Background: an optimization exercise with open tools, aiming at small area, a short achievable clock period and few clock cycles per item. Do not read the settings as production practice.
At most, simulation tests tie the RTL to the original design; equivalence was not proved.
The RTL of run 1 was laid out without a check of its function.
Power figures rest on the tool's default switching activity, not on a simulated workload.

[flow/constraint.sdc]
create_clock -name core_clock -period 5.0 [get_ports {clk_i}]
set_input_delay 1.0000 -clock core_clock [delete_from_list [all_inputs] [get_ports {clk_i}]]
set_output_delay 1.0000 -clock core_clock [all_outputs]
set_load 0.01 [all_outputs]
[flow/config.mk]
export PLATFORM = sky130hd
export DESIGN_NAME = wb_slave_register
export DESIGN_NICKNAME = wb_slave_register
export VERILOG_FILES = /design/flow/design.v
export SDC_FILE = /design/flow/constraint.sdc
export NUM_CORES = 4
export LEC_CHECK = 0
export CAP_MARGIN = 20
export CORE_MARGIN = 2
export CORE_UTILIZATION = 60
export SETUP_SLACK_MARGIN = 3.0
export SLEW_MARGIN = 20
[flow/run.sh]
#!/bin/bash
# synth_recipe.tcl (not shown) runs the flow's synth.tcl, then flattens the netlist and writes it again
# the make line also repeats each setting of config.mk as NAME=value (left out here)
make -C /OpenROAD-flow-scripts/flow DESIGN_CONFIG=/design/flow/config.mk WORK_HOME=/design/flow/orfs CLKGATE_MAP_FILE= SYNTH_SCRIPT=/design/flow/synth_recipe.tcl finish
[flow/design.v]
`default_nettype none
module wb_slave_register #(
    parameter ADDR_WIDTH = 16,
    parameter DATA_WIDTH = 32,
    parameter GRANULE = 8,
    parameter REGISTER_NUM = 16,
    parameter SEL_WIDTH = DATA_WIDTH / GRANULE
) (
    input wire rst_i,
    input wire clk_i,
    input wire [ADDR_WIDTH-1:0] adr_i,
    input wire [DATA_WIDTH-1:0] dat_i,
    output reg [DATA_WIDTH-1:0] dat_o,
    input wire [SEL_WIDTH-1:0] sel_i,
    input wire we_i,
    input wire stb_i,
    output wire ack_o,
    output wire err_o,
    input wire cyc_i
);
    reg [DATA_WIDTH-1:0] register_value [0:REGISTER_NUM-1];
    reg ack;
    reg err;
    wire in_range = (adr_i < REGISTER_NUM);
    wire [3:0] idx = adr_i[3:0];
    wire wr = ack & we_i;
    wire [DATA_WIDTH-1:0] wdata = dat_i & {DATA_WIDTH{~rst_i}};
    integer i, b;
    always @(posedge clk_i) begin
        for (i = 0; i < REGISTER_NUM; i = i + 1) begin
            for (b = 0; b < SEL_WIDTH; b = b + 1) begin
                if (rst_i | (wr & (idx == i) & sel_i[b])) begin
                    register_value[i][b*GRANULE+:GRANULE] <= wdata[b*GRANULE+:GRANULE];
                end
            end
        end
    end
    always @(posedge clk_i) begin
        if (rst_i) begin
            ack <= 1'b0;
            err <= 1'b0;
        end else begin
            ack <= stb_i & in_range & ~ack;
            err <= stb_i & ~in_range & ~err;
        end
    end
    always @(posedge clk_i) begin
        dat_o <= register_value[idx];
    end
    assign ack_o = ack;
    assign err_o = err;
endmodule
==> summary.txt, run 1 <==
- Pwr/cell area: 388 mW/mm2
- Final worst setup slack: 2.90 ns
- Yosys top cell area share: 70.8%
- Vias in the first global route: 13500
- Core ar.: 0.0356 mm2
- Pleak: 9.26 nW
- Cell Area, Synth: 0.0217 mm2
- Post-synthesis mux area share: 1.66%
- Gp weighted congestion: 0.799
- Drt first pass iters: 5
- Min Tclk post-route: 2.10 ns
- WL final: 61900 um
- Delay-heaviest family, CP: flip-flops
- Synth area leader: edfxtp_1
- Register area share after synthesis: 73.9%
- Area of the multi-input gates: 0.00607 mm2
- CTS Buf Count: 53
- Synth Area in Simple Gates: about 7.6%
- Worst Path Buf+Inv: 1
- Hold Worst Slack: 0.413 ns
- Synth warn: 2
- CP arrival: 1.10 ns
- Clk slew on worst S/H paths: 0.06 ns
- Slowest Stage Delay on Critical Path: between 0.3 and 0.4 ns
- Initial antenna violation count: 1
- Filler cells: 2139
- Vias: 13600
- Status: complete, no violations
- Row cnt: 69
- Seq. cell area: 0.0161 mm2
- Gr ovfl total: 0
- Area growth, synth to finish: 23.1%
- Fin area: 0.0267 mm2
- Launching point of the worst reg2reg path: ack$_SDFF_PP0_
- Wire length per cell: 31.0 um
- Post-synthesis compound-gate area fraction: 13.6%
- Crit end category: primary output
- Worst Hold Class: reg -> reg
- Crit-path cells: buf_6
- First-pass GRT wire length: 88700 um
- Clock Path Buffers: 3
- Hold EP: err$_SDFF_PP0_
- # hold bufs at CTS: 0
- Xor-xnor portion of the synthesized cell area: 0%
- Worst reg2reg path depth: 3
- Syn avg cell area: 15.9 um2
- N_diodes: 0
- Clock net sink count: 546
- Main combinational cell family by area after synthesis: compound AO/OA/AOI/OAI gates
- Most used DFF post-synth: edfxtp_1
- Placement Setup Slack: 1.38 ns
- HPWL Detailed: around 33000 um
- Critical Path Stages: 1
- Setup TNS: 0 ns
- Synthesized flop and latch total: between 500 and 600
- Die ar.: 0.0377 mm2
- Dpl cell area: 0.0236 mm2
- EDFF count, synth: 512
- Period utilization: ~42%
- Vias per cell: 6.78
- Syn Nets: 1422
- Critical-path top delay cell: dfxtp_4
- Iter 0 DRT Violations: 1865
- Most frequent cells in the layout: 512 x edfxtp_1, 84 x a22oi_1, 56 x clkbuf_16
- Worst Path Max Fanout: 1
- RSZ-0062 raised after global routing: true
- Non-Filler Instances: 1999
- Crit start category: register
- Adder-cell area share of the yosys netlist: 0%
- Tightest Pin Transition: 0.998 ns
- Synth unique cells: 67
- Setup Skew: 0.0213 ns
- Maximum clock rate: about 480 MHz
- Initial Utilization: 61.1%
- Most common cell after layout, fill and taps aside: edfxtp_1
- Share of cells above drive strength 1: 26.1%
- I/O Buffers: 89
- Pwr Total: between 10 and 15 mW
- Total GRT Usage: 32.5%
- Critical path class: reg -> out
- Nets: ~1600
- CTS tree: done
- Top cells by area, synth: edfxtp_1 71%, dfxtp_1 3.1%, a22oi_1 2.9%
- Final hold violations: 0
- Post-Place Cells: 1829
- H-Tree Depth: 2
- DRC: 0
- Reg-to-reg setup timing slack: 3.41 ns
- I/O pin count: 91
- Hold Crit Start: err$_SDFF_PP0_
- Ys async rst share: 0%
- Final setup fails: 0
- Post-route ant nets: 0
- Die W: between 150 and 200 um
- Worst VDD drop: 308 uV
- Pin count of the biggest net entering global routing: between 40 and 50
- Clk latency of the worst-skew pair: 0.61 ns
- Req. time, crit path: 4.00 ns
- Final Core Density: 75.2%
- Chip height: 194 um
- Worst-case headroom to the max-slew limit: roughly 33%
- R2r endpoint: register_value[10][18]$_DFFE_PP_
- Final max-slew violation count: 0
- Synthesized instance count: 1365
- MaxCap Viol Count: 0
- CTS Root Cell: clkbuf_16
- Hold Path Stages: 1
==> state kept, by name, summed over array words and instances (netlist names) <==
name	count
ack	1
dat_o	32
err	1
register_value	512
==> worst max path at each step <==
stage,start,endpoint,slack [ns]
2_1_floorplan,adr_i[0],register_value[0][16]$_DFFE_PP_,2.70
3_3_place_gp,adr_i[3],dat_o[0]$_DFF_P_,1.43
3_5_place_dp,adr_i[0],dat_o[4]$_DFF_P_,1.38
4_1_cts,dat_o[15]$_DFF_P_,dat_o[15],2.89
5_1_grt,dat_o[15]$_DFF_P_,dat_o[15],2.88
6_report,dat_o[15]$_DFF_P_,dat_o[15],2.90
==> power breakdown <==
| part | internal [mW] | switching, mW | leakage [nW] |
|---|---|---|---|
| Sequential | 5.42 | 0.108 | 5.22 |
| Clock | 2.17 | 1.64 | 0.802 |
| Combinational | 0.446 | 0.596 | 3.23 |
==> final cells by class <==
class	count	area share (%)
multi-input combinational	694	22.7
tap	461	2.16
clock buffer	79	5.60
timing repair buffer	180	8.57
clock inverter	21	0.562
inverter	18	0.253
sequential	546	60.2
==> cells in the mapped netlist (20+ instances only) <==
library cell	instances
nand3b_1	44
edfxtp_1	512
o21bai_1	20
a22oi_1	85
a21o_1	44
nor2_1	30
a31oi_1	24
nand3_1	26
a22o_1	54
a21oi_1	51
o22ai_1	26
mux2i_1	26
dfxtp_1	34
buf_2	54
clkbuf_1	34
nor2b_1	42
nand2_1	20
==> cell families (layout without fill, tap and decap cells) <==
kind of cell	Yosys count	count (layout)
buffers and inverters	129	298
multiplexers	35	35
flip-flops	546	546
AND/OR/NAND/NOR	260	264
AO/OA/AOI/OAI	395	395
==> layer usage <==
layer,GRT usage [%],vias up,share of wire [%]
li1,-,5786,-
met1,45.9,6848,39
met2,50.9,776,47
met3,5.71,150,9.4
met4,13.4,0,4.0
met5,0,-,0
==> what timing repair did <==
action                     CTS  global route
pin swaps                   22            16
resized for setup          261            43
setup endpoints to repair  796           406
gates cloned                10             4
buffers inserted            43            13
==> run 2: changes to the inputs <==
--- a/flow/design.v
+++ b/flow/design.v
@@ -23,7 +23,7 @@
     reg err;
     wire in_range = (adr_i < REGISTER_NUM);
     wire [3:0] idx = adr_i[3:0];
-    wire wr = ack & we_i;
+    wire wr = stb_i & we_i & in_range;
     wire [DATA_WIDTH-1:0] wdata = dat_i & {DATA_WIDTH{~rst_i}};
     integer i, b;
     always @(posedge clk_i) begin
--- a/flow/config.mk
+++ b/flow/config.mk
@@ -7,6 +7,5 @@
 export LEC_CHECK = 0
 export CAP_MARGIN = 20
 export CORE_MARGIN = 2
-export CORE_UTILIZATION = 60
-export SETUP_SLACK_MARGIN = 3.0
+export CORE_UTILIZATION = 40
 export SLEW_MARGIN = 20
==> run 2 against run 1 <==
  * Clock skew is 0.0063 ns lower
  * Register-to-register slack worse by 0.02 ns
  * Non-clock buffer count up 9
  * Clock power rose by 16%
  * Die area up 49%
  * Critical endpoint is now register_value[0][28]$_DFFE_PP_
  * Largest cell class unchanged
==> summary.txt, run 2 <==
- Post-Place Cells: 2170 (was 1829)
- Vias per cell: 5.87 (was 6.78)
- Adder-cell area share of the yosys netlist: 0% (unchanged)
- Req. time, crit path: 5.23 ns (was 4.00 ns)
- Worst-case headroom to the max-slew limit: 22.5% (was 33.4%)
- Hold Path Stages: 1 (unchanged)
- Wire length per cell: 27.5 um (was 31.0 um)
- Core ar.: 0.0537 mm2 (was 0.0356 mm2)
- Most used DFF post-synth: edfxtp_1 (unchanged)
- HPWL Detailed: 39000 um (was 33400 um)
- Die ar.: 0.0561 mm2 (was 0.0377 mm2)
- CTS Root Cell: clkbuf_16 (unchanged)
- I/O pin count: 91 (unchanged)
- Synth warn: 2 (unchanged)
- CTS tree: done (unchanged)
- Vias: 13400 (was 13600)
- Syn Nets: 1453 (was 1422)
- Row cnt: 85 (was 69)
- Post-route ant nets: 0 (unchanged)
- Final setup fails: 0 (unchanged)
- WL final: 62700 um (was 61900 um)
- Clock net sink count: 546 (unchanged)
- H-Tree Depth: 2 (unchanged)
- Synth unique cells: 61 (was 67)
- Share of cells above drive strength 1: 16.2% (was 26.1%)
- Clk latency of the worst-skew pair: 0.61 ns (about the same)
- CP arrival: 3.55 ns (was 1.10 ns)
- Most common cell after layout, fill and taps aside: edfxtp_1 (unchanged)
- Iter 0 DRT Violations: 1517 (was 1865)
- Setup repair bufs after CTS: 0 (was 43)
- Commonest cells in the netlist: 512 x edfxtp_1, 80 x a22o_1, 66 x clkbuf_1 (was 512 x edfxtp_1, 85 x a22oi_1, 54 x a22o_1, 54 x buf_2, 51 x a21oi_1)
- Placement Setup Slack: 1.09 ns (was 1.38 ns)
- Area growth, synth to finish: 18.8% (was 23.1%)
- Initial Utilization: 40.4% (was 61.1%)
- Hold EP: err$_SDFF_PP0_ (unchanged)
- Launching point of the worst reg2reg path: register_value[9][29]$_DFFE_PP_ (was ack$_SDFF_PP0_)
- Top cells by area, synth: edfxtp_1 71%, a22o_1 3.2%, dfxtp_1 3.1% (was edfxtp_1 71%, dfxtp_1 3.1%, a22oi_1 2.9%)
- First-pass GRT wire length: 89200 um (was 88700 um)
- Synth Area in Simple Gates: 8.47% (was 7.58%)
- Cell Area, Synth: 0.0217 mm2 (about the same)
- Synth area leader: edfxtp_1 (unchanged)
- # hold bufs at CTS: 0 (unchanged)
- Min Tclk post-route: 3.32 ns (was 2.10 ns)
- Maximum clock rate: 301 MHz (was 475 MHz)
- Most frequent cells in the layout: 512 x edfxtp_1, 102 x buf_4, 84 x clkdlybuf4s50_1 (was 512 x edfxtp_1, 84 x a22oi_1, 56 x clkbuf_16)
- Top reg by flops: register_value (unchanged)
- Clk slew on worst S/H paths: 0.06 ns (about the same)
- Setup Skew: 0.0150 ns (was 0.0213 ns)
- R2r endpoint: dat_o[29]$_DFF_P_ (was register_value[10][18]$_DFFE_PP_)
- Clock Path Buffers: 3 (unchanged)
- Die W: 237 um (was 194 um)
- Synthesized flop and latch total: 546 (unchanged)
- Worst VDD drop: 273 uV (was 308 uV)
- Status: complete, no violations (unchanged)
- Post-synthesis mux area share: 0.848% (was 1.66%)
- Hold Crit Start: err$_SDFF_PP0_ (unchanged)
- Yosys top cell area share: 70.9% (was 70.8%)
- Worst reg2reg path depth: 4 (was 3)
- Total GRT Usage: 22.2% (was 32.5%)
- Register area share after synthesis: 74.1% (was 73.9%)
- I/O Buffers: 89 (unchanged)
- Worst Path Max Fanout: 16 (was 1)
- Number of flip-flops in the largest register: 512 (unchanged)
- Pleak: 8.69 nW (was 9.26 nW)
- RSZ-0062 raised after global routing: false (was true)
- MaxCap Viol Count: 0 (unchanged)
- Gp weighted congestion: 0.806 (was 0.799)
- Pin count of the biggest net entering global routing: 98 (was 42)
- Non-Filler Instances: 2279 (was 1999)
- Gr ovfl total: 0 (unchanged)
- Largest registers: register_value x512, dat_o x32 (unchanged)
- Top-count cell post-synth: edfxtp_1 (unchanged)
- Crit end category: register (was primary output)
- Final max-slew violation count: 0 (unchanged)
- Syn avg cell area: 15.5 um2 (was 15.9 um2)
- Final worst setup slack: 1.68 ns (was 2.90 ns)
- Vias in the first global route: 13200 (was 13500)
- Critical path class: in -> reg (was reg -> out)
- Chip height: 237 um (was 194 um)
- Nets: 1591 (was 1550)
- Initial antenna violation count: 1 (unchanged)
- Synthesized instance count: 1396 (was 1365)
- Post-synthesis compound-gate area fraction: 14.1% (was 13.6%)
- Tightest Pin Transition: 1.16 ns (was 0.998 ns)
- Worst Hold Class: reg -> reg (unchanged)
- Ys async rst share: 0% (unchanged)
- Pwr/cell area: 421 mW/mm2 (was 388 mW/mm2)
- Xor-xnor portion of the synthesized cell area: 0% (unchanged)
- Setup TNS: 0 ns (unchanged)
- Post-CTS Resized: 0 (was 261)
- Main combinational cell family by area after synthesis: compound AO/OA/AOI/OAI gates (unchanged)
- Reg-to-reg setup timing slack: 3.39 ns (was 3.41 ns)
- Period utilization: 66.4% (was 42.1%)
- Final hold violations: 0 (unchanged)
- EDFF count, synth: 512 (unchanged)
- CTS Buf Count: 58 (was 53)
- Drt first pass iters: 6 (was 5)
- DRC: 0 (unchanged)
- Crit start category: input pin (was register)
run 2: cell types whose count changed after synthesis, moves of 20 or more:
cell,before,now
a21o_1,44,18
clkbuf_1,34,66
o21ai_0,5,33
o21bai_1,20,57
a22oi_1,85,30
o22ai_1,26,6
a22o_1,54,80
nand2_1,20,54
buf_2,54,32
run 2: how the worst max path moves through the flow:
stage	slack, ns	startpoint	depth (start not counted)	end
final	1.68	adr_i[7]	5	register_value[0][28]$_DFFE_PP_
after global routing	1.64	adr_i[7]	5	register_value[0][28]$_DFFE_PP_
after CTS	1.72	adr_i[7]	5	register_value[0][28]$_DFFE_PP_
after detailed placement	1.09	adr_i[7]	5	register_value[0][30]$_DFFE_PP_
after global placement	1.07	adr_i[7]	5	register_value[0][24]$_DFFE_PP_
after floorplan	1.91	adr_i[7]	5	register_value[1][10]$_DFFE_PP_
run 2: per-stage QoR:
step | util, % | hold WS (ns) | power [mW] | instance area [um2]
3_3_place_gp | 44.2 | 0.410 | 6.49 | 23700
6_report | 47.9 | 0.429 | 10.8 | 25700
2_1_floorplan | - | 0.429 | 6.04 | 21700
5_1_grt | 47.9 | 0.451 | 11.2 | 25700
4_1_cts | 47.9 | 0.431 | 10.9 | 25700
3_5_place_dp | 44.2 | 0.417 | 6.51 | 23700
run 2: kinds of logic (layout without fill, tap and decap cells):
| kind of cell | Yosys count | after routing |
|---|---|---|
| multiplexers | 18 | 18 |
| other | 0 | 1 |
| AND/OR/NAND/NOR | 304 | 304 |
| AO/OA/AOI/OAI | 404 | 404 |
| buffers and inverters | 124 | 310 |
| flip-flops | 546 | 546 |
run 2: cell type report:
type                       instances  area (um2)
clock buffer                      82        1640
antenna                            1        2.50
clock inverter                    26         335
multi-input combinational        726        5140
tap                              696         871
inverter                          13        48.8
sequential                       546       16100
fill                            4573       28000
timing repair buffer             189        1650
run 2: metal layers:
metal,track usage [%],share of wire [%]
met3,3.39,7.5
met2,36.0,47
met1,29.8,42
met5,0,0
met4,9.47,4.2
run 2: worst max-delay path, stage by stage:
cell and delay [ns]:
clkdlybuf4s50_1 0.40, or4_4 0.55, nor4_4 0.59, nand2_2 0.33
o21bai_2 0.67
run 2: where the power goes:
| group | switching [mW] | internal [mW] |
|---|---|---|
| Sequential | 0.0974 | 5.42 |
| Clock | 1.77 | 2.65 |
| Combinational | 0.557 | 0.347 |
| Total | 2.42 | 8.41 |
Testbench counts of run 2, summed over its fixed seeds: cycles 14,392, items 4,800.
==> run 3: changes to the inputs <==
--- a/flow/design.v
+++ b/flow/design.v
@@ -23,7 +23,7 @@
     reg err;
     wire in_range = (adr_i < REGISTER_NUM);
     wire [3:0] idx = adr_i[3:0];
-    wire wr = stb_i & we_i & in_range;
+    wire wr = ack & we_i;
     wire [DATA_WIDTH-1:0] wdata = dat_i & {DATA_WIDTH{~rst_i}};
     integer i, b;
     always @(posedge clk_i) begin
@@ -44,8 +44,19 @@
             err <= stb_i & ~in_range & ~err;
         end
     end
+    wire [REGISTER_NUM-1:0] rsel;
+    reg [DATA_WIDTH-1:0] rdata;
+    genvar g;
+    generate for (g = 0; g < REGISTER_NUM; g = g + 1) begin : dec
+        assign rsel[g] = (idx == g);
+    end endgenerate
+    always @(*) begin
+        rdata = {DATA_WIDTH{1'b0}};
+        for (i = 0; i < REGISTER_NUM; i = i + 1)
+            rdata = rdata | (register_value[i] & {DATA_WIDTH{rsel[i]}});
+    end
     always @(posedge clk_i) begin
-        dat_o <= register_value[idx];
+        dat_o <= rdata;
     end
     assign ack_o = ack;
     assign err_o = err;
--- a/flow/config.mk
+++ b/flow/config.mk
@@ -7,5 +7,6 @@
 export LEC_CHECK = 0
 export CAP_MARGIN = 20
 export CORE_MARGIN = 2
-export CORE_UTILIZATION = 40
+export CORE_UTILIZATION = 60
+export SETUP_SLACK_MARGIN = 2.9
 export SLEW_MARGIN = 20
==> run 3 against run 2 <==
  * Still clean
  * Count of clock-buffer cells in the layout is 4 higher
  * Die area is 36% lower
  * Clock power is 17% lower
  * Critical endpoint is now register_value[0][23]$_DFFE_PP_
  * Largest cell class unchanged
  * Largest power group unchanged
  * Highest routed layer unchanged
==> summary.txt, run 3 <==
- Pin count of the biggest net entering global routing: 98 (unchanged)
- Ys async rst share: 0% (unchanged)
- First-pass GRT wire length: 78500 um (was 89200 um)
- Clock Path Buffers: 3 (unchanged)
- Initial Utilization: 61.0% (was 40.4%)
- Top cells by area, synth: edfxtp_1 75%, a22oi_1 5.9%, a221oi_1 4.1% (was edfxtp_1 71%, a22o_1 3.2%, dfxtp_1 3.1%)
- Synthesized flop and latch total: 546 (unchanged)
- Clk slew on worst S/H paths: 0.06 ns (about the same)
- Worst-case headroom to the max-slew limit: 30.9% (was 22.5%)
- Flop pwr share: 55.0% (was 50.9%)
- Setup TNS: 0 ns (unchanged)
- CP arrival: 2.37 ns (was 3.55 ns)
- N_diodes: 0 (was 1)
- Pwr/cell area: 406 mW/mm2 (was 421 mW/mm2)
- Critical path class: in -> reg (unchanged)
- Share of cells above drive strength 1: 28.7% (was 16.2%)
- Final max-slew violation count: 0 (unchanged)
- EDFF count, synth: 512 (unchanged)
- Vias in the first global route: 12100 (was 13200)
- Syn Nets: 1269 (was 1453)
- Sw power: 2.25 mW (was 2.42 mW)
- Die W: 189 um (was 237 um)
- Final hold violations: 0 (unchanged)
- Top reg by flops: register_value (unchanged)
- Worst VDD drop: 352 uV (was 273 uV)
- Chip height: 189 um (was 237 um)
- Pleak: 8.41 nW (was 8.69 nW)
- Post-synthesis compound-gate area fraction: 16.4% (was 14.1%)
- Yosys top cell area share: 75.0% (was 70.9%)
- Clock net sink count: 546 (unchanged)
- Main combinational cell family by area after synthesis: compound AO/OA/AOI/OAI gates (unchanged)
- Clk latency of the worst-skew pair: 0.59 ns (was 0.61 ns)
- Seq. cell area: 0.0161 mm2 (about the same)
- HPWL Detailed: 28600 um (was 39000 um)
- RSZ-0062 raised after global routing: true (was false)
- Filler cells: 2059 (was 4573)
- Area growth, synth to finish: 21.1% (was 18.8%)
- Final setup fails: 0 (unchanged)
- Dpl cell area: 0.0226 mm2 (was 0.0237 mm2)
- Setup Skew: 0.00903 ns (was 0.0150 ns)
- Post-synthesis mux area share: 0% (was 0.848%)
- Wire length per cell: 29.6 um (was 27.5 um)
- Clock power share: 36.5% (was 40.7%)
- Gp weighted congestion: 0.766 (was 0.806)
- Commonest cells in the netlist: 512 x edfxtp_1, 160 x a22oi_1, 96 x a221oi_1 (was 512 x edfxtp_1, 80 x a22o_1, 66 x clkbuf_1)
- Worst Hold Class: reg -> reg (unchanged)
- DRC: 0 (unchanged)
- Most common cell after layout, fill and taps aside: edfxtp_1 (unchanged)
- Largest registers: register_value x512, dat_o x32 (unchanged)
- Logic pwr share: 8.6% (was 8.3%)
- Min Tclk post-route: 2.12 ns (was 3.32 ns)
- Final Core Density: 73.8% (was 47.9%)
- Drt first pass iters: 5 (was 6)
- Net Sw Frac: 22.3% (about the same)
- Synth unique cells: 28 (was 61)
- Area of the multi-input gates: 0.00515 mm2 (was 0.00514 mm2)
- Most frequent cells in the layout: 512 x edfxtp_1, 118 x a22oi_1, 60 x o22ai_1 (was 512 x edfxtp_1, 102 x buf_4, 84 x clkdlybuf4s50_1)
- CTS Buf Count: 52 (was 58)
- Period utilization: 42.4% (was 66.4%)
- Iter 0 DRT Violations: 1447 (was 1517)
- Adder-cell area share of the yosys netlist: 0% (unchanged)
- Most used DFF post-synth: edfxtp_1 (unchanged)
- Initial antenna violation count: 0 (was 1)
- Nets: 1376 (was 1591)
- Vias per cell: 6.77 (was 5.87)
- Post-route ant nets: 0 (unchanged)
- Synth warn: 2 (unchanged)
- Req. time, crit path: 5.25 ns (was 5.23 ns)
- Maximum clock rate: 472 MHz (was 301 MHz)
- Synthesized instance count: 1212 (was 1396)
- Xor-xnor portion of the synthesized cell area: 0% (unchanged)
- CTS Root Cell: clkbuf_16 (unchanged)
- I/O pin count: 91 (unchanged)
- Core ar.: 0.0336 mm2 (was 0.0537 mm2)
- Top-count cell post-synth: edfxtp_1 (unchanged)
- I/O Buffers: 89 (unchanged)
- Worst Path Max Fanout: 13 (was 16)
- Syn avg cell area: 16.9 um2 (was 15.5 um2)
- Vias: 12200 (was 13400)
- Synth Area in Simple Gates: 2.94% (was 8.47%)
- Row cnt: 67 (was 85)
- Top Metal Used: met4 (unchanged)
- Die ar.: 0.0357 mm2 (was 0.0561 mm2)
- Crit start category: input pin (unchanged)
- Register area share after synthesis: 78.3% (was 74.1%)
- DR WL met2: 25700 um (was 29200 um)
- Gr ovfl total: 0 (unchanged)
- Crit end category: register (unchanged)
- Cell Area, Synth: 0.0205 mm2 (was 0.0217 mm2)
- Status: complete, no violations (unchanged)
- WL final: 53500 um (was 62700 um)
- Synth area leader: edfxtp_1 (unchanged)
- Pwr Total: 10.1 mW (was 10.8 mW)
- Internal power: 7.83 mW (was 8.41 mW)
- Routed length on met3: 4210 um (was 4680 um)
- MaxCap Viol Count: 0 (unchanged)
- Tightest Pin Transition: 1.03 ns (was 1.16 ns)
- Fin area: 0.0248 mm2 (was 0.0257 mm2)
- Total GRT Usage: 30.5% (was 22.2%)
- CTS tree: done (unchanged)
- Met1 wire length: 22100 um (was 26100 um)
- H-Tree Depth: 2 (unchanged)
- Number of flip-flops in the largest register: 512 (unchanged)
run 3: cell count changes in the layout (fill, tap and decap cells not counted), sizes merged, moves of 48 or more:
cell    previous run  this run
a221oi             8        96
a22o              80         0
nand3b            48         0
a22oi             30       160
o22ai              6        64
nand2             58         4
run 3: critical path, stage by stage:
cell           delay [ns]
dlygate4sd2_1        0.26
buf_12               0.15
buf_4                0.15
nor4_4               0.37
a21o_2               0.42
run 3: area by class of cell:
type,instances,share of cell area (%)
Clock buffer,86,6.20
Multi-Input combinational cell,568,20.7
Clock inverter,9,0.181
Timing Repair Buffer,151,5.91
Sequential cell,546,64.7
Tap cell,448,2.26
run 3: what timing repair did:
| item | in CTS | in global routing |
|---|---|---|
| hold buffers | 0 | 0 |
| gates resized for setup | 272 | 27 |
| pin swaps | 11 | 2 |
| setup endpoints to repair | 866 | 357 |
| gates cloned | 7 | 0 |
| setup buffers | 28 | 0 |
run 3: cell families after synthesis:
group / Yosys count
flops: 546
compound gates: 448
simple gates: 115
buf+inv: 103
run 3: through the flow:
stage               setup slack [ns]  hold WS, ns  std cells
floorplan                       2.76        0.465       1212
global route                    2.87        0.433       1808
CTS                             2.84        0.411       1808
finish                          2.88        0.410       1808
global placement                1.21        0.406       1678
detailed placement              1.22        0.426       1678
run 3: layer usage:
| metal | vias up | global-route usage, % |
|---|---|---|
| met4 | 0 | 9.53 |
| met2 | 568 | 48.5 |
| met1 | 6281 | 43.9 |
| li1 | 5289 | - |
| met3 | 101 | 5.18 |
| met5 | - | 0 |
run 3: power by group through the flow:
stage	Clock (mW)	Combinational (mW)	Sequential (mW)
4_1_cts	3.71	0.855	5.54
2_1_floorplan	0	0.465	5.62
3_3_place_gp	0	0.808	5.61
6_report	3.68	0.864	5.54
5_1_grt	3.90	0.917	5.57
3_5_place_dp	0	0.819	5.63
run 3: worst paths after layout:
kind	end	slack [ns]	depth (start not counted)	from
worst min register to register	err$_SDFF_PP0_	0.41	1	err$_SDFF_PP0_
worst min-delay path	err$_SDFF_PP0_	0.41	1	err$_SDFF_PP0_
worst max-delay path	register_value[0][23]$_DFFE_PP_	2.88	5	adr_i[2]
worst max register to register	register_value[12][11]$_DFFE_PP_	3.36	3	ack$_SDFF_PP0_
Testbench counts of run 3, summed over its fixed seeds: cycles 14,392, items 4,800.
==> run 4: changes to the inputs <==
--- a/flow/config.mk
+++ b/flow/config.mk
@@ -8,5 +8,8 @@
 export CAP_MARGIN = 20
 export CORE_MARGIN = 2
 export CORE_UTILIZATION = 60
+export CTS_BUF_LIST = sky130_fd_sc_hd__clkbuf_8
+export CTS_CLUSTER_DIAMETER = 60
+export CTS_CLUSTER_SIZE = 16
 export SETUP_SLACK_MARGIN = 2.9
 export SLEW_MARGIN = 20
==> run 4 against run 3 <==
  * Hold slack improved by 0.0052 ns
  * Register-to-register slack about the same
  * Non-clock buffer count decreased by 3
  * Worst setup slack got worse by 0.031 ns
  * Critical path type unchanged
==> summary.txt, run 4 <==
- Post-synthesis compound-gate area fraction: 16.4% (unchanged)
- Main combinational cell family by area after synthesis: compound AO/OA/AOI/OAI gates (unchanged)
- Worst Path Max Fanout: 13 (unchanged)
- Synthesized flop and latch total: 546 (unchanged)
- Hold Worst Slack: 0.415 ns (was 0.410 ns)
- Crit end category: register (unchanged)
- Die W: 189 um (unchanged)
- Vias: 12000 (was 12200)
- Synth unique cells: 28 (unchanged)
- Req. time, crit path: 5.24 ns (was 5.25 ns)
- Nets: 1361 (was 1376)
- Clk slew on worst S/H paths: 0.09 ns (was 0.06 ns)
- Crit start category: input pin (unchanged)
- Xor-xnor portion of the synthesized cell area: 0% (unchanged)
- I/O Buffers: 89 (unchanged)
- Vias per cell: 6.75 (was 6.77)
- Period utilization: 43.0% (was 42.4%)
- Ys async rst share: 0% (unchanged)
- CTS Buf Count: 40 (was 52)
- Most common cell after layout, fill and taps aside: edfxtp_1 (unchanged)
- Drt first pass iters: 5 (unchanged)
- Setup TNS: 0 ns (unchanged)
- Synth area leader: edfxtp_1 (unchanged)
- Chip height: 189 um (unchanged)
- Logic pwr share: 10.0% (was 8.6%)
- H-Tree Depth: 2 (unchanged)
- Flop pwr share: 64.9% (was 55.0%)
- Row cnt: 67 (unchanged)
- Clock power share: 25.2% (was 36.5%)
- DRC: 0 (unchanged)
- Post-Place Cells: 1678 (unchanged)
- Final Core Density: 70.7% (was 73.8%)
- RSZ-0062 raised after global routing: true (unchanged)
- Synthesized instance count: 1212 (unchanged)
- Synth Area in Simple Gates: 2.94% (unchanged)
- Number of flip-flops in the largest register: 512 (unchanged)
- Initial Utilization: 61.0% (unchanged)
- Clk latency of the worst-skew pair: 0.58 ns (was 0.59 ns)
- Pleak: 8.04 nW (was 8.41 nW)
- Syn avg cell area: 16.9 um2 (unchanged)
- Gr ovfl total: 0 (unchanged)
- Wire length per cell: 29.6 um (about the same)
- Setup Skew: 0.0175 ns (was 0.00903 ns)
- Synth warn: 2 (unchanged)
- Final hold violations: 0 (unchanged)
- Critical path class: in -> reg (unchanged)
- MaxCap Viol Count: 0 (unchanged)
- Final worst setup slack: 2.85 ns (was 2.88 ns)
- EDFF count, synth: 512 (unchanged)
- Post-route ant nets: 0 (unchanged)
- CTS tree: done (unchanged)
- Worst-case headroom to the max-slew limit: 26.0% (was 30.9%)
- Clock Path Buffers: 3 (unchanged)
- Die ar.: 0.0357 mm2 (unchanged)
- Top cells by area, synth: edfxtp_1 75%, a22oi_1 5.9%, a221oi_1 4.1% (unchanged)
- CP arrival: 2.39 ns (was 2.37 ns)
- N_diodes: 0 (unchanged)
- Placement Setup Slack: 1.22 ns (unchanged)
- Top-count cell post-synth: edfxtp_1 (unchanged)
- Register area share after synthesis: 78.3% (unchanged)
- Post-synthesis mux area share: 0% (unchanged)
- CTS Root Cell: clkbuf_8 (was clkbuf_16)
- Net Sw Frac: 23.6% (was 22.3%)
- Area growth, synth to finish: 16.0% (was 21.1%)
- WL final: 52800 um (was 53500 um)
- Pin count of the biggest net entering global routing: 98 (unchanged)
- HPWL Detailed: 28600 um (unchanged)
- Internal power: 6.51 mW (was 7.83 mW)
- Top reg by flops: register_value (unchanged)
- Sw power: 2.01 mW (was 2.25 mW)
- Maximum clock rate: 465 MHz (was 472 MHz)
- # hold bufs at CTS: 0 (unchanged)
- I/O pin count: 91 (unchanged)
- Core ar.: 0.0336 mm2 (unchanged)
- Initial antenna violation count: 0 (unchanged)
- Final setup fails: 0 (unchanged)
- Pwr/cell area: 359 mW/mm2 (was 406 mW/mm2)
- Worst Hold Class: reg -> reg (unchanged)
- Gp weighted congestion: 0.766 (unchanged)
- Yosys top cell area share: 75.0% (unchanged)
- Largest registers: register_value x512, dat_o x32 (unchanged)
- Total GRT Usage: 29.9% (was 30.5%)
- Non-Filler Instances: 1781 (was 1808)
- First-pass GRT wire length: 77000 um (was 78500 um)
- Commonest cells in the netlist: 512 x edfxtp_1, 160 x a22oi_1, 96 x a221oi_1 (unchanged)
- Iter 0 DRT Violations: 1494 (was 1447)
- Status: complete, no violations (unchanged)
- Min Tclk post-route: 2.15 ns (was 2.12 ns)
- Share of cells above drive strength 1: 27.2% (was 28.7%)
- Tightest Pin Transition: 1.11 ns (was 1.03 ns)
- Most used DFF post-synth: edfxtp_1 (unchanged)
- Clock net sink count: 546 (unchanged)
- Worst VDD drop: 342 uV (was 352 uV)
- Vias in the first global route: 11800 (was 12100)
- Adder-cell area share of the yosys netlist: 0% (unchanged)
- Final max-slew violation count: 0 (unchanged)
- Cell Area, Synth: 0.0205 mm2 (unchanged)
- Syn Nets: 1269 (unchanged)
- Most frequent cells in the layout: 512 x edfxtp_1, 126 x a22oi_1, 64 x o22ai_1 (was 512 x edfxtp_1, 118 x a22oi_1, 60 x o22ai_1)
## run 4: cell counts after synthesis
No cell type changed its count.
## run 4: power by group through the flow
stage | clock network, mW | logic [mW] | registers (mW)
2_1_floorplan | 0 | 0.465 | 5.62
3_3_place_gp | 0 | 0.808 | 5.61
3_5_place_dp | 0 | 0.819 | 5.63
4_1_cts | 2.16 | 0.840 | 5.53
5_1_grt | 2.32 | 0.903 | 5.56
6_report | 2.14 | 0.850 | 5.53
## run 4: logic make-up after synthesis
kind of cell / count (synthesis)
compound gates: 448
simple gates: 115
buf+inv: 103
flops: 546
## run 4: path summary, 6_finish.rpt
path | endpoint | slack (ns) | depth (start not counted) | startpoint
min reg2reg | err$_SDFF_PP0_ | 0.41 | 1 | err$_SDFF_PP0_
max reg2reg | register_value[0][17]$_DFFE_PP_ | 3.37 | 3 | ack$_SDFF_PP0_
max | register_value[9][7]$_DFFE_PP_ | 2.85 | 5 | adr_i[2]
min | err$_SDFF_PP0_ | 0.41 | 1 | err$_SDFF_PP0_
## run 4: area by class of cell
type | count | area (um2)
flip-flops and latches | 546 | 16100
clock buffers | 42 | 578
clock inverters | 29 | 113
multi-input cells | 568 | 5060
well taps | 448 | 561
fillers | 2202 | 9850
repair buffers | 148 | 1390
## run 4: critical path, cell delays in order
cell	delay, ns
dlygate4sd2_1	0.26
buf_12	0.15
nand2b_4	0.16
nor2_1	0.37
a21o_2	0.43
## run 4: routing by layer
metal	vias up	GRT usage [%]	wire length (um)
met4	0	7.63	1270
met2	586	48.9	25700
met5	-	0	0
met3	64	5.18	4480
li1	5221	-	-
met1	6154	42.3	21400
## run 4: metrics by stage
stage	cell area, um2	power, mW
after global placement	22600	6.42
after floorplan	21400	6.09
after global routing	23800	8.79
after detailed placement	22600	6.45
final	23800	8.52
after CTS	23700	8.53
## run 4: repair_timing
action	CTS	global route
gates cloned	7	0
resized for setup	257	25
endpoints found under the setup margin	858	255
setup buffers	25	0
pin swaps	10	1
==> run 5: changes to the inputs <==
--- a/flow/config.mk
+++ b/flow/config.mk
@@ -7,9 +7,9 @@
 export LEC_CHECK = 0
 export CAP_MARGIN = 20
 export CORE_MARGIN = 2
-export CORE_UTILIZATION = 60
+export CORE_UTILIZATION = 75
 export CTS_BUF_LIST = sky130_fd_sc_hd__clkbuf_8
 export CTS_CLUSTER_DIAMETER = 60
 export CTS_CLUSTER_SIZE = 16
-export SETUP_SLACK_MARGIN = 2.9
+export SETUP_SLACK_MARGIN = 3.05
 export SLEW_MARGIN = 20
==> run 5 against run 4 <==
  * Still clean
  * First-iteration DRC count increased by 44%
  * Sequential cell count unchanged
  * Register-to-register slack lost 0.06 ns
  * Final cell count decreased by 5.6%
  * Sequential share of layout area fell by 1.2 points
  * Critical path type is now reg -> out
  * Critical endpoint is now ack_o
  * Largest power group unchanged
==> summary.txt, run 5 <==
- Synthesized instance count: 1212 (unchanged)
- Post-Place Cells: 1570 (was 1678)
- Final max-slew violation count: 0 (unchanged)
- Pleak: 8.17 nW (was 8.04 nW)
- DRC: 0 (unchanged)
- Req. time, crit path: 4.00 ns (was 5.24 ns)
- Status: complete, no violations (unchanged)
- Fin area: 0.0242 mm2 (was 0.0238 mm2)
- Worst Hold Class: reg -> reg (unchanged)
- GR peak layer: met2 (unchanged)
- Top cells by area, synth: edfxtp_1 75%, a22oi_1 5.9%, a221oi_1 4.1% (unchanged)
- Iter 0 DRT Violations: 2149 (was 1494)
- Synth area leader: edfxtp_1 (unchanged)
- Synth unique cells: 28 (unchanged)
- Clock Path Buffers: 3 (unchanged)
- Vias: 13000 (was 12000)
- Final hold violations: 0 (unchanged)
- Delay-heaviest family, CP: flip-flops (was simple AND/OR/NAND/NOR gates)
- MaxCap Viol Count: 0 (unchanged)
- Pwr/cell area: 358 mW/mm2 (was 359 mW/mm2)
- Vias per cell: 7.71 (was 6.75)
- Initial Utilization: 76.3% (was 61.0%)
- Die W: 169 um (was 189 um)
- Top reg by flops: register_value (unchanged)
- Hold Worst Slack: 0.424 ns (was 0.415 ns)
- Vias in the first global route: 12200 (was 11800)
- RSZ-0062 raised after global routing: true (unchanged)
- Period utilization: 41.7% (was 43.0%)
- Clk latency of the worst-skew pair: 0.60 ns (was 0.58 ns)
- EDFF count, synth: 512 (unchanged)
- Initial antenna violation count: 0 (unchanged)
- Nets: 1367 (was 1361)
- Gp weighted congestion: 0.826 (was 0.766)
- Final Core Density: 90.1% (was 70.7%)
- Clk slew on worst S/H paths: 0.11 ns (was 0.09 ns)
- Clock net sink count: 546 (unchanged)
- Top-count cell post-synth: edfxtp_1 (unchanged)
- Total GRT Usage: 33.8% (was 29.9%)
- CTS Buf Count: 40 (unchanged)
- Most frequent cells in the layout: 512 x edfxtp_1, 129 x a22oi_1, 58 x o22ai_1 (was 512 x edfxtp_1, 126 x a22oi_1, 64 x o22ai_1)
- Number of flip-flops in the largest register: 512 (unchanged)
- Wire length per cell: 32.6 um (was 29.6 um)
- Worst Path Buf+Inv: 1 (was 2)
- Met3 track utilization from global routing: 5.88% (was 5.18%)
- Critical path class: reg -> out (was in -> reg)
- Yosys top cell area share: 75.0% (unchanged)
- Drt first pass iters: 6 (was 5)
- Gr ovfl total: 0 (unchanged)
- Crit-path cells: buf_6 (was dlygate4sd2_1 -> buf_12 -> nand2b_4 -> nor2_1 -> a21o_2)
- CTS Root Cell: clkbuf_8 (unchanged)
- Syn avg cell area: 16.9 um2 (unchanged)
- Setup TNS: 0 ns (unchanged)
- Crit end category: primary output (was register)
- Non-Filler Instances: 1681 (was 1781)
- Tightest Pin Transition: 0.784 ns (was 1.11 ns)
- Ys async rst share: 0% (unchanged)
- Pin count of the biggest net entering global routing: 73 (was 98)
- I/O Buffers: 89 (unchanged)
- Row cnt: 60 (was 67)
- Commonest cells in the netlist: 512 x edfxtp_1, 160 x a22oi_1, 96 x a221oi_1 (unchanged)
- First-pass GRT wire length: 71900 um (was 77000 um)
- Grt met2 use: 56.1% (was 48.9%)
- Min Tclk post-route: 2.08 ns (was 2.15 ns)
- Core ar.: 0.0269 mm2 (was 0.0336 mm2)
- Worst-case headroom to the max-slew limit: 47.5% (was 26.0%)
- Area growth, synth to finish: 18.1% (was 16.0%)
- I/O pin count: 91 (unchanged)
- Met1 Use GR: 47.5% (was 42.3%)
- H-Tree Depth: 2 (unchanged)
- Synthesized flop and latch total: 546 (unchanged)
- WL final: 54800 um (was 52800 um)
- Worst VDD drop: 332 uV (was 342 uV)
- Syn Nets: 1269 (unchanged)
- Critical-path top delay cell: dfxtp_4 (was a21o_2)
- Crit start category: register (was input pin)
- Final setup fails: 0 (unchanged)
- Slowest Stage Delay on Critical Path: 0.36 ns (was 0.43 ns)
- Setup Skew: 0.0386 ns (was 0.0175 ns)
- Synth warn: 2 (unchanged)
- Chip height: 169 um (was 189 um)
- Post-route ant nets: 0 (unchanged)
- CP arrival: 1.08 ns (was 2.39 ns)
- CTS tree: done (unchanged)
- Maximum clock rate: 480 MHz (was 465 MHz)
- N_diodes: 0 (unchanged)
- # hold bufs at CTS: 0 (unchanged)
- Die ar.: 0.0287 mm2 (was 0.0357 mm2)
- Dpl cell area: 0.0224 mm2 (was 0.0226 mm2)
- HPWL Detailed: 29000 um (was 28600 um)
- Register area share after synthesis: 78.3% (unchanged)
- Most used DFF post-synth: edfxtp_1 (unchanged)
- Cell Area, Synth: 0.0205 mm2 (unchanged)
- Worst Path Max Fanout: 2 (was 13)
- Share of cells above drive strength 1: 29.6% (was 27.2%)
- Most common cell after layout, fill and taps aside: edfxtp_1 (unchanged)
- Largest registers: register_value x512, dat_o x32 (unchanged)
-- run 5: cell count changes in the layout (fill, tap and decap cells not counted), sizes merged, moves of 2 or more --
cell         delta
dlygate4sd2     -2
buf             +6
or2             -3
inv             +3
clkbuf          +3
bufbuf          -2
clkinv          -3
clkinvlp        +2
-- run 5: per-stage QoR --
stage / total power [mW] / setup WS [ns]
5_1_grt: 8.86 / 2.90
3_3_place_gp: 6.36 / 1.29
4_1_cts: 8.46 / 2.84
6_report: 8.67 / 2.92
3_5_place_dp: 6.41 / 1.18
2_1_floorplan: 6.07 / 2.86
-- run 5: what timing repair did --
action / in CTS / in global routing
gates cloned: 3 / 7
pin swaps: 5 / 11
setup endpoints to repair: 1074 / 812
buffers inserted: 9 / 19
resized for setup: 271 / 104
-- run 5: cells by family (layout without fill, tap and decap cells) --
family,count (synthesis),in the layout,synth area share [%]
flip-flops,546,546,78.3
AO/OA/AOI/OAI,448,448,16.4
AND/OR/NAND/NOR,115,119,2.94
buffers and inverters,103,227,2.31
-- run 5: layout make-up --
cell class	count	area [um2]
sequential	546	16100
fill	938	2670
clock inverter	31	136
multi-input combinational	567	5400
tap	341	427
clock buffer	41	564
timing repair buffer	155	1600
-- run 5: final timing paths --
| check | cells after the start | slack, ns | start | to |
|---|---|---|---|---|
| max | 1 | 2.92 | ack$_SDFF_PP0_ | ack_o |
| min | 1 | 0.42 | err$_SDFF_PP0_ | err$_SDFF_PP0_ |
| max reg2reg | 3 | 3.31 | ack$_SDFF_PP0_ | register_value[6][31]$_DFFE_PP_ |
| min reg2reg | 1 | 0.42 | err$_SDFF_PP0_ | err$_SDFF_PP0_ |
-- run 5: layer usage --
layer  up-vias  part of all wire [%]
met1      6416                    35
met5         -                     0
met4         0                   3.7
li1       5242                     -
met2      1108                    50
met3       191                    11
-- run 5: power by group --
| group | switching [mW] | total (mW) | internal (mW) |
|---|---|---|---|
| Sequential | 0.158 | 5.58 | 5.42 |
| Combinational | 0.548 | 0.902 | 0.354 |
| Clock | 1.41 | 2.19 | 0.781 |
==> run 6: changes to the inputs <==
--- a/flow/config.mk
+++ b/flow/config.mk
@@ -7,7 +7,7 @@
 export LEC_CHECK = 0
 export CAP_MARGIN = 20
 export CORE_MARGIN = 2
-export CORE_UTILIZATION = 75
+export CORE_UTILIZATION = 60
 export CTS_BUF_LIST = sky130_fd_sc_hd__clkbuf_8
 export CTS_CLUSTER_DIAMETER = 60
 export CTS_CLUSTER_SIZE = 16
==> run 6 against run 5 <==
  * Still clean
  * Design area grew 2.0%
  * Global-route usage shrank 4.5 points
  * Final cell count grew 7.6%
  * Core utilization shrank 17 points
  * Die area grew 24%
  * Clock power shrank 3%
  * Sequential cell count is the same
  * Sequential power shrank 0.9%
  * First-iteration DRC count shrank 38%
  * Synthesized area is the same
  * Largest cell class unchanged
  * Largest power group unchanged
==> summary.txt, run 6 <==
- Clock power share: 24.8% (was 25.3%)
- Crit start category: register (unchanged)
- WL final: 54000 um (was 54800 um)
- Vias per cell: 6.75 (was 7.71)
- Critical Path End: ack_o (unchanged)
- Nets: 1387 (was 1367)
- Critical-path top delay cell: dfxtp_4 (unchanged)
- Die W: 189 um (was 169 um)
- HPWL Detailed: 28500 um (was 29000 um)
- Clock Path Buffers: 3 (unchanged)
- CP arrival: 1.04 ns (was 1.08 ns)
- Flop pwr share: 64.3% (about the same)
- EDFF count, synth: 512 (unchanged)
- H-Tree Depth: 2 (unchanged)
- Gr ovfl total: 0 (unchanged)
- Synthesized flop and latch total: 546 (unchanged)
- Min Tclk post-route: 2.04 ns (was 2.08 ns)
- Setup TNS: 0 ns (unchanged)
- Cell Area, Synth: 0.0205 mm2 (unchanged)
- Worst Hold Class: reg -> reg (unchanged)
- Top reg by flops: register_value (unchanged)
- Final setup fails: 0 (unchanged)
- Most used DFF post-synth: edfxtp_1 (unchanged)
- Area growth, synth to finish: 20.5% (was 18.1%)
- Dpl cell area: 0.0225 mm2 (was 0.0224 mm2)
- Most frequent cells in the layout: 512 x edfxtp_1, 139 x a22oi_1, 64 x o22ai_1 (was 512 x edfxtp_1, 129 x a22oi_1, 58 x o22ai_1)
- Worst Path Buf+Inv: 1 (unchanged)
- Critical Path Stages: 1 (unchanged)
- Share of cells above drive strength 1: 29.1% (was 29.6%)
- Status: complete, no violations (unchanged)
- Internal power: 6.58 mW (was 6.55 mW)
- Logic pwr share: 10.8% (was 10.4%)
- RSZ-0062 raised after global routing: true (unchanged)
- Worst reg2reg path depth: 3 (unchanged)
- Hold Crit Start: err$_SDFF_PP0_ (unchanged)
- Chip height: 189 um (was 169 um)
- Setup Skew: 0.0227 ns (was 0.0386 ns)
- R2r endpoint: register_value[12][24]$_DFFE_PP_ (was register_value[6][31]$_DFFE_PP_)
- MaxCap Viol Count: 0 (unchanged)
- Launching point of the worst reg2reg path: ack$_SDFF_PP0_ (unchanged)
- Die ar.: 0.0357 mm2 (was 0.0287 mm2)
- Yosys top cell area share: 75.0% (unchanged)
- Vias in the first global route: 11800 (was 12200)
- Crit end category: primary output (unchanged)
- CTS Buf Count: 40 (unchanged)
- Most common cell after layout, fill and taps aside: edfxtp_1 (unchanged)
- Number of flip-flops in the largest register: 512 (unchanged)
- Drt first pass iters: 6 (unchanged)
- DRC: 0 (unchanged)
- Wire length per cell: 29.9 um (was 32.6 um)
- Syn Nets: 1269 (unchanged)
- Final max-slew violation count: 0 (unchanged)
- Worst Path Max Fanout: 2 (unchanged)
- Crit-path cells: buf_6 (unchanged)
- Register area share after synthesis: 78.3% (unchanged)
- Core ar.: 0.0336 mm2 (was 0.0269 mm2)
- Clk latency of the worst-skew pair: 0.59 ns (was 0.60 ns)
- Top cells by area, synth: edfxtp_1 75%, a22oi_1 5.9%, a221oi_1 4.1% (unchanged)
- Maximum clock rate: 490 MHz (was 480 MHz)
- Synth warn: 2 (unchanged)
- Vias: 12200 (was 13000)
- Synth area leader: edfxtp_1 (unchanged)
- Synth unique cells: 28 (unchanged)
- Pwr/cell area: 348 mW/mm2 (was 358 mW/mm2)
- Final hold violations: 0 (unchanged)
- Commonest cells in the netlist: 512 x edfxtp_1, 160 x a22oi_1, 96 x a221oi_1 (unchanged)
- Critical path class: reg -> out (unchanged)
- Slowest Stage Delay on Critical Path: 0.36 ns (about the same)
- Row cnt: 67 (was 60)
- Gp weighted congestion: 0.800 (was 0.826)
- Total GRT Usage: 29.4% (was 33.8%)
- Worst-case headroom to the max-slew limit: 49.2% (was 47.5%)
- Post-route ant nets: 0 (unchanged)
- Iter 0 DRT Violations: 1334 (was 2149)
- Sw power: 2.02 mW (was 2.12 mW)
- CTS Root Cell: clkbuf_8 (unchanged)
- Clock net sink count: 546 (unchanged)
- Reg-to-reg setup timing slack: 3.42 ns (was 3.31 ns)
- Initial antenna violation count: 1 (was 0)
- Crit path launch: ack$_SDFF_PP0_ (unchanged)
- Delay-heaviest family, CP: flip-flops (unchanged)
- Top-count cell post-synth: edfxtp_1 (unchanged)
- Largest registers: register_value x512, dat_o x32 (unchanged)
- Pleak: 8.33 nW (was 8.17 nW)
- Tightest Pin Transition: 0.758 ns (was 0.784 ns)
- Req. time, crit path: 4.00 ns (about the same)
- Syn avg cell area: 16.9 um2 (unchanged)
- Pin count of the biggest net entering global routing: 68 (was 73)
- Filler cells: 2025 (was 938)
- I/O pin count: 91 (unchanged)
- CTS tree: done (unchanged)
- Ys async rst share: 0% (unchanged)
- Clk slew on worst S/H paths: 0.09 ns (was 0.11 ns)
- Worst VDD drop: 252 uV (was 332 uV)
- I/O Buffers: 89 (unchanged)
- Period utilization: 40.8% (was 41.7%)
- First-pass GRT wire length: 76300 um (was 71900 um)
- Fin area: 0.0247 mm2 (was 0.0242 mm2)
- Net Sw Frac: 23.5% (was 24.4%)
- Initial Utilization: 61.0% (was 76.3%)
- Synthesized instance count: 1212 (unchanged)
[run 6: cell counts after synthesis]
No cell type changed its count.
[run 6: logic make-up (layout without fill, tap and decap cells)]
family	Yosys count	in the layout	synth area share [%]
and+or+nand+nor	115	123	2.94
AOI/OAI and AO/OA	448	448	16.4
DFF	546	546	78.3
other	0	1	0
buffers and inverters	103	242	2.31
[run 6: final cells by class]
| type | instances | area [um2] | area share, % |
|---|---|---|---|
| repair buffers | 171 | 1920 | 7.79 |
| multi-input cells | 571 | 5440 | 22.0 |
| flip-flops and latches | 546 | 16100 | 65.1 |
| clock inverters | 29 | 113 | 0.456 |
| clock buffers | 42 | 578 | 2.34 |
| diodes | 1 | 2.50 | 0.0101 |
| well taps | 448 | 561 | 2.27 |
[run 6: timing repair]
item | 4_1_cts | 5_1_grt
setup endpoints to repair | 989 | 378
pin swaps | 15 | 8
buffers inserted | 29 | 18
hold buffers | 0 | 0
gates resized for setup | 306 | 63
gates cloned | 6 | 8
[run 6: worst min path at each step]
stage                           to  slack, ns  cells past startpoint
detailed placement  err$_SDFF_PP0_       0.42                      1
global placement    err$_SDFF_PP0_       0.41                      1
finish              err$_SDFF_PP0_       0.42                      1
floorplan           err$_SDFF_PP0_       0.47                      1
CTS                 err$_SDFF_PP0_       0.43                      1
global route        err$_SDFF_PP0_       0.44                      1
[run 6: layer usage]
layer	wire, um	vias to the layer above	global-route usage, %
li1	-	5291	-
met3	4320	98	5.42
met4	1640	0	8.77
met5	0	-	0
met1	21900	6268	41.6
met2	26200	555	47.1
[run 6: per-stage QoR]
step / hold WS (ns) / power (mW) / setup WS, ns / std cells / util [%]
6_report: 0.423 / 8.60 / 2.96 / 1808 / 73.5
5_1_grt: 0.440 / 8.87 / 2.93 / 1808 / 73.5
4_1_cts: 0.426 / 8.53 / 2.94 / 1781 / 71.3
3_5_place_dp: 0.423 / 6.43 / 1.04 / 1675 / 67.0
3_3_place_gp: 0.407 / 6.40 / 1.10 / 1675 / 67.0
2_1_floorplan: 0.465 / 6.07 / 2.86 / 1212 / -
[run 6: power by group through the flow]
stage               registers (mW)  logic (mW)  clock network [mW]
floorplan                     5.61       0.461                   0
global placement              5.60       0.798                   0
detailed placement            5.62       0.811                   0
CTS                           5.52       0.863                2.15
global route                  5.57       0.987                2.32
finish                        5.53       0.932                2.13
==> run 7: changes to the inputs <==
--- a/flow/config.mk
+++ b/flow/config.mk
@@ -8,8 +8,8 @@
 export CAP_MARGIN = 20
 export CORE_MARGIN = 2
 export CORE_UTILIZATION = 60
-export CTS_BUF_LIST = sky130_fd_sc_hd__clkbuf_8
-export CTS_CLUSTER_DIAMETER = 60
-export CTS_CLUSTER_SIZE = 16
-export SETUP_SLACK_MARGIN = 3.05
+export CTS_BUF_LIST = sky130_fd_sc_hd__clkbuf_4 sky130_fd_sc_hd__clkbuf_8
+export CTS_CLUSTER_DIAMETER = 50
+export CTS_CLUSTER_SIZE = 12
+export SETUP_SLACK_MARGIN = 2.9
 export SLEW_MARGIN = 20
==> run 7 against run 6 <==
  * Still clean on timing, DRC and antenna
  * Via count shrank 1.3%
  * Sequential power is essentially flat
  * Sequential share of layout area grew 0.76 points
  * Clock skew shrank 0.00070 ns
  * Fmax shrank 2.9%
  * Power grew 5.6%
  * Synthesized area is the same
  * Hold slack gained 0.0031 ns
  * Core utilization shrank 0.79 points
  * Clock power grew 24%
  * Count of clock-buffer cells in the layout grew 46
  * First-iteration DRC count grew 4.7%
==> summary.txt, run 7 <==
- Post-route ant nets: 0 (unchanged)
- Reg-to-reg setup timing slack: 3.30 ns (was 3.42 ns)
- Final worst setup slack: 2.90 ns (was 2.96 ns)
- # hold bufs at CTS: 0 (unchanged)
- I/O pin count: 91 (unchanged)
- DRC: 0 (unchanged)
- Final hold violations: 0 (unchanged)
- Share of cells above drive strength 1: 30.5% (was 29.1%)
- Pin count of the biggest net entering global routing: 98 (was 68)
- Iter 0 DRT Violations: 1397 (was 1334)
- First-pass GRT wire length: 77400 um (was 76300 um)
- Crit start category: input pin (was register)
- CTS tree: done (unchanged)
- Seq. cell area: 0.0161 mm2 (about the same)
- Die W: 189 um (unchanged)
- Die ar.: 0.0357 mm2 (unchanged)
- Syn Nets: 1269 (unchanged)
- Setup Skew: 0.0220 ns (was 0.0227 ns)
- Slowest Stage Delay on Critical Path: 0.56 ns (was 0.36 ns)
- Worst Path Buf+Inv: 1 (unchanged)
- N_diodes: 0 (was 1)
- Clk slew on worst S/H paths: 0.07 ns (was 0.09 ns)
- Worst-case headroom to the max-slew limit: 26.7% (was 49.2%)
- Final max-slew violation count: 0 (unchanged)
- Hold Crit Start: err$_SDFF_PP0_ (unchanged)
- Clock Path Buffers: 3 (unchanged)
- Worst VDD drop: 293 uV (was 252 uV)
- Hold EP: err$_SDFF_PP0_ (unchanged)
- Vias: 12100 (was 12200)
- Area of the multi-input gates: 0.00506 mm2 (was 0.00544 mm2)
- Clock net sink count: 546 (unchanged)
- Tightest Pin Transition: 1.10 ns (was 0.758 ns)
- DR WL met2: 25700 um (was 26200 um)
- Cell Area, Synth: 0.0205 mm2 (unchanged)
- Most used DFF post-synth: edfxtp_1 (unchanged)
- Placement Setup Slack: 1.22 ns (was 1.04 ns)
- H-Tree Depth: 2 (unchanged)
- Worst Path Max Fanout: 11 (was 2)
- Final setup fails: 0 (unchanged)
- Drt first pass iters: 5 (was 6)
- Launching point of the worst reg2reg path: ack$_SDFF_PP0_ (unchanged)
- Top cells by area, synth: edfxtp_1 75%, a22oi_1 5.9%, a221oi_1 4.1% (unchanged)
- Vias per cell: 6.66 (was 6.75)
- Gp weighted congestion: 0.766 (was 0.800)
- Critical-path top delay cell: clkdlybuf4s50_1 (was dfxtp_4)
- Nets: 1382 (was 1387)
- WL final: 52900 um (was 54000 um)
- Pwr/cell area: 372 mW/mm2 (was 348 mW/mm2)
- RSZ-0062 raised after global routing: true (unchanged)
- Hold Path Stages: 1 (unchanged)
- Crit end category: register (was primary output)
- Area growth, synth to finish: 19.2% (was 20.5%)
- Initial Utilization: 61.0% (unchanged)
- Yosys top cell area share: 75.0% (unchanged)
- Crit-path cells: clkdlybuf4s50_1 -> and3_2 -> a21o_2 (was buf_6)
- Most common cell after layout, fill and taps aside: edfxtp_1 (unchanged)
- Met1 wire length: 21400 um (was 21900 um)
- Critical Path Stages: 3 (was 1)
- MaxCap Viol Count: 0 (unchanged)
- Synthesized flop and latch total: 546 (unchanged)
- Pleak: 8.26 nW (was 8.33 nW)
- Syn avg cell area: 16.9 um2 (unchanged)
- Most frequent cells in the layout: 512 x edfxtp_1, 126 x a22oi_1, 64 x o22ai_1 (was 512 x edfxtp_1, 139 x a22oi_1, 64 x o22ai_1)
- Ys async rst share: 0% (unchanged)
- R2r endpoint: register_value[6][5]$_DFFE_PP_ (was register_value[12][24]$_DFFE_PP_)
- Total GRT Usage: 30.2% (was 29.4%)
- Routed length on met3: 4410 um (was 4320 um)
- Initial antenna violation count: 0 (was 1)
- Row cnt: 67 (unchanged)
- Synth area leader: edfxtp_1 (unchanged)
- Wire length per cell: 29.2 um (was 29.9 um)
- Synth unique cells: 28 (unchanged)
- Register area share after synthesis: 78.3% (unchanged)
- Delay-heaviest family, CP: buffers and inverters (was flip-flops)
- Maximum clock rate: 476 MHz (was 490 MHz)
- Largest registers: register_value x512, dat_o x32 (unchanged)
- CTS Root Cell: clkbuf_8 (unchanged)
- Worst Hold Class: reg -> reg (unchanged)
- Commonest cells in the netlist: 512 x edfxtp_1, 160 x a22oi_1, 96 x a221oi_1 (unchanged)
- Period utilization: 42.1% (was 40.8%)
- Final Core Density: 72.7% (was 73.5%)
- Req. time, crit path: 5.29 ns (was 4.00 ns)
- Filler cells: 2103 (was 2025)
- Number of flip-flops in the largest register: 512 (unchanged)
- I/O Buffers: 89 (unchanged)
- Crit path launch: sel_i[0] (was ack$_SDFF_PP0_)
- Gr ovfl total: 0 (unchanged)
- Vias in the first global route: 12000 (was 11800)
- Core ar.: 0.0336 mm2 (unchanged)
- Top Metal Used: met4 (unchanged)
- EDFF count, synth: 512 (unchanged)
- Setup TNS: 0 ns (unchanged)
- Status: complete, no violations (unchanged)
- Min Tclk post-route: 2.10 ns (was 2.04 ns)
- Critical path class: in -> reg (was reg -> out)
- Worst reg2reg path depth: 3 (unchanged)
- CTS Buf Count: 51 (was 40)
- Top reg by flops: register_value (unchanged)
- Synth warn: 2 (unchanged)
- Pwr Total: 9.08 mW (was 8.60 mW)
- HPWL Detailed: 28600 um (was 28500 um)
- Clk latency of the worst-skew pair: 0.64 ns (was 0.59 ns)
- CP arrival: 2.39 ns (was 1.04 ns)
- Top-count cell post-synth: edfxtp_1 (unchanged)
- Synthesized instance count: 1212 (unchanged)
- Chip height: 189 um (unchanged)
## run 7: cell count changes in the layout (fill, tap and decap cells not counted), moves of 12 or more
cell	delta
clkbuf_4	+36
a21o_4	-29
a21o_2	+26
inv_1	-26
nor2b_1	+21
nor2b_2	-21
a22oi_1	-13
a22oi_2	+13
clkbuf_8	+13
buf_12	-12
## run 7: worst max path at each step
stage	endpoint
3_5_place_dp	dat_o[18]$_DFF_P_
2_1_floorplan	register_value[15][16]$_DFFE_PP_
6_report	register_value[6][5]$_DFFE_PP_
4_1_cts	register_value[12][11]$_DFFE_PP_
3_3_place_gp	dat_o[18]$_DFF_P_
5_1_grt	ack_o
## run 7: area by class of cell
| type | instances | share of cell area [%] |
|---|---|---|
| flip-flops and latches | 546 | 65.9 |
| multi-input cells | 567 | 20.7 |
| repair buffers | 159 | 7.04 |
| clock buffers | 88 | 4.06 |
| well taps | 448 | 2.29 |
| clock inverters | 2 | 0.0359 |
## run 7: logic make-up (layout without fill, tap and decap cells)
logic type,count (synthesis),in the layout,share of synthesized area (%)
and+or+nand+nor,115,119,2.94
DFF,546,546,78.3
buffers and inverters,103,249,2.31
AOI/OAI and AO/OA,448,448,16.4
## run 7: worst register-to-register path, stage by stage, from the launching register on
cell and delay, ns:
dfxtp_4 0.35, buf_4 0.19, and3_2 0.39, a21o_2 0.43
## run 7: power breakdown
part	total (mW)	switching (mW)	internal (mW)
clock	2.65	1.41	1.24
combinational	0.892	0.534	0.358
sequential	5.54	0.122	5.42
total	9.08	2.07	7.01
## run 7: what timing repair did
| action | 4_1_cts | 5_1_grt |
|---|---|---|
| buffers inserted | 24 | 11 |
| gates cloned | 7 | 0 |
| gates resized for setup | 264 | 45 |
| pin swaps | 8 | 9 |
| endpoints found under the setup margin | 683 | 316 |
## run 7: metrics by stage
| step | hold slack (ns) | cells | area [um2] |
|---|---|---|---|
| 2_1_floorplan | 0.465 | 1212 | 21400 |
| 3_3_place_gp | 0.406 | 1678 | 22600 |
| 3_5_place_dp | 0.426 | 1678 | 22600 |
| 4_1_cts | 0.430 | 1799 | 24100 |
| 5_1_grt | 0.452 | 1810 | 24400 |
| 6_report | 0.427 | 1810 | 24400 |
## run 7: per-layer routing
layer	track usage, %	vias up
li1	-	5271
met2	48.4	575
met1	42.7	6130
met3	5.35	77
met4	10.2	0
met5	0	-
==> run 8: changes to the inputs <==
--- a/flow/config.mk
+++ b/flow/config.mk
@@ -11,5 +11,5 @@
 export CTS_BUF_LIST = sky130_fd_sc_hd__clkbuf_4 sky130_fd_sc_hd__clkbuf_8
 export CTS_CLUSTER_DIAMETER = 50
 export CTS_CLUSTER_SIZE = 12
-export SETUP_SLACK_MARGIN = 2.9
+export SETUP_SLACK_MARGIN = 3.05
 export SLEW_MARGIN = 20
==> run 8 against run 7 <==
  * Still clean on timing, DRC and antenna
  * Routed wire length fell by 1.7%
  * Non-clock buffer count shrank 8
  * Synthesized cell count unchanged
  * Critical path depth fell by 2
  * Design area up 0.26%
  * Global-route usage fell by 0.90 points
==> summary.txt, run 8 <==
- Flop pwr share: 60.5% (was 61.0%)
- Sw power: 2.07 mW (about the same)
- Area growth, synth to finish: 19.5% (was 19.2%)
- Hold EP: err$_SDFF_PP0_ (unchanged)
- Pwr/cell area: 373 mW/mm2 (was 372 mW/mm2)
- Most used DFF post-synth: edfxtp_1 (unchanged)
- Crit end category: primary output (was register)
- H-Tree Depth: 2 (unchanged)
- Net Sw Frac: 22.7% (was 22.8%)
- Synth warn: 2 (unchanged)
- Most common cell after layout, fill and taps aside: edfxtp_1 (unchanged)
- Placement Setup Slack: 1.04 ns (was 1.22 ns)
- Initial Utilization: 61.0% (unchanged)
- I/O Buffers: 89 (unchanged)
- Worst Path Buf+Inv: 1 (unchanged)
- Worst VDD drop: 296 uV (was 293 uV)
- Seq. cell area: 0.0161 mm2 (about the same)
- WL final: 52000 um (was 52900 um)
- HPWL Detailed: 28500 um (was 28600 um)
- Final max-slew violation count: 0 (unchanged)
- Cell Area, Synth: 0.0205 mm2 (unchanged)
- Syn avg cell area: 16.9 um2 (unchanged)
- Internal power: 7.06 mW (was 7.01 mW)
- RSZ-0062 raised after global routing: true (unchanged)
- Iter 0 DRT Violations: 1319 (was 1397)
- CTS Buf Count: 52 (was 51)
- Synthesized instance count: 1212 (unchanged)
- CP arrival: 1.07 ns (was 2.39 ns)
- Gr ovfl total: 0 (unchanged)
- Number of flip-flops in the largest register: 512 (unchanged)
- Core ar.: 0.0336 mm2 (unchanged)
- Adder-cell area share of the yosys netlist: 0% (unchanged)
- Worst reg2reg path depth: 3 (unchanged)
- Synth Area in Simple Gates: 2.94% (unchanged)
- First-pass GRT wire length: 76300 um (was 77400 um)
- Min Tclk post-route: 2.07 ns (was 2.10 ns)
- Synth area leader: edfxtp_1 (unchanged)
- Delay-heaviest family, CP: flip-flops (was buffers and inverters)
- R2r endpoint: register_value[10][28]$_DFFE_PP_ (was register_value[6][5]$_DFFE_PP_)
- Worst Hold Class: reg -> reg (unchanged)
- Gp weighted congestion: 0.800 (was 0.766)
- I/O pin count: 91 (unchanged)
- Launching point of the worst reg2reg path: ack$_SDFF_PP0_ (unchanged)
- Status: complete, no violations (unchanged)
- Reg-to-reg setup timing slack: 3.43 ns (was 3.30 ns)
- Synth unique cells: 28 (unchanged)
- CTS Root Cell: clkbuf_8 (unchanged)
- Top-count cell post-synth: edfxtp_1 (unchanged)
- Most frequent cells in the layout: 512 x edfxtp_1, 140 x a22oi_1, 64 x o22ai_1 (was 512 x edfxtp_1, 126 x a22oi_1, 64 x o22ai_1)
## run 8: cell counts after synthesis
Identical to the previous run, type by type.
## run 8: layout make-up
| class | instances | area share, % |
|---|---|---|
| tap | 448 | 2.29 |
| timing repair buffer | 151 | 6.50 |
| clock inverter | 3 | 0.0869 |
| multi-input combinational | 568 | 21.3 |
| sequential | 546 | 65.6 |
| clock buffer | 93 | 4.23 |
## run 8: repair_timing
item | in CTS | in global routing
pin swaps | 13 | 13
cloned | 5 | 0
endpoints found under the setup margin | 861 | 597
setup buffers | 21 | 12
resized for setup | 271 | 65
## run 8: power by group through the flow
stage	registers (mW)	logic (mW)	clock network [mW]
after floorplan	5.61	0.461	0
after global placement	5.60	0.798	0
after detailed placement	5.62	0.811	0
after CTS	5.52	0.834	2.76
after global routing	5.56	0.932	2.93
final	5.53	0.876	2.73
## run 8: layer usage
metal / GRT usage (%) / vias to the layer above / part of all wire [%]
met2: 46.6 / 545 / 48
met5: 0 / - / 0.092
met1: 41.9 / 6131 / 41
li1: - / 5274 / -
met4: 9.74 / 2 / 3.0
met3: 4.99 / 104 / 7.3
## run 8: worst max-delay path by stage
stage,from,endpoint,slack (ns),depth (start not counted)
after floorplan,adr_i[2],register_value[11][16]$_DFFE_PP_,2.86,4
after global placement,adr_i[2],dat_o[5]$_DFF_P_,1.10,5
after detailed placement,adr_i[2],dat_o[7]$_DFF_P_,1.04,5
after CTS,ack$_SDFF_PP0_,ack_o,2.89,1
after global routing,ack$_SDFF_PP0_,ack_o,2.89,1
final,ack$_SDFF_PP0_,ack_o,2.93,1
## run 8: stage by stage
stage               hold WS (ns)  utilization [%]  cell area (um2)  instances  power [mW]
floorplan                  0.465                -            21400       1212        6.07
global placement           0.407             67.0            22500       1675        6.40
detailed placement         0.423             67.0            22500       1675        6.43
CTS                        0.423             71.5            24000       1797        9.11
global route               0.453             72.8            24500       1809        9.42
finish                     0.423             72.8            24500       1809        9.13
## run 8: worst reg2reg max path, delay by kind of cell, from the launching register on
kind,cells,cell delay (ns)
AOI/OAI and AO/OA,1,0.35
buffers and inverters,1,0.20
DFF,1,0.35
and+or+nand+nor,1,0.33
## run 8: cell families after synthesis
kind of cell / count (synthesis)
flops: 546
compound gates: 448
simple gates: 115
buf+inv: 103
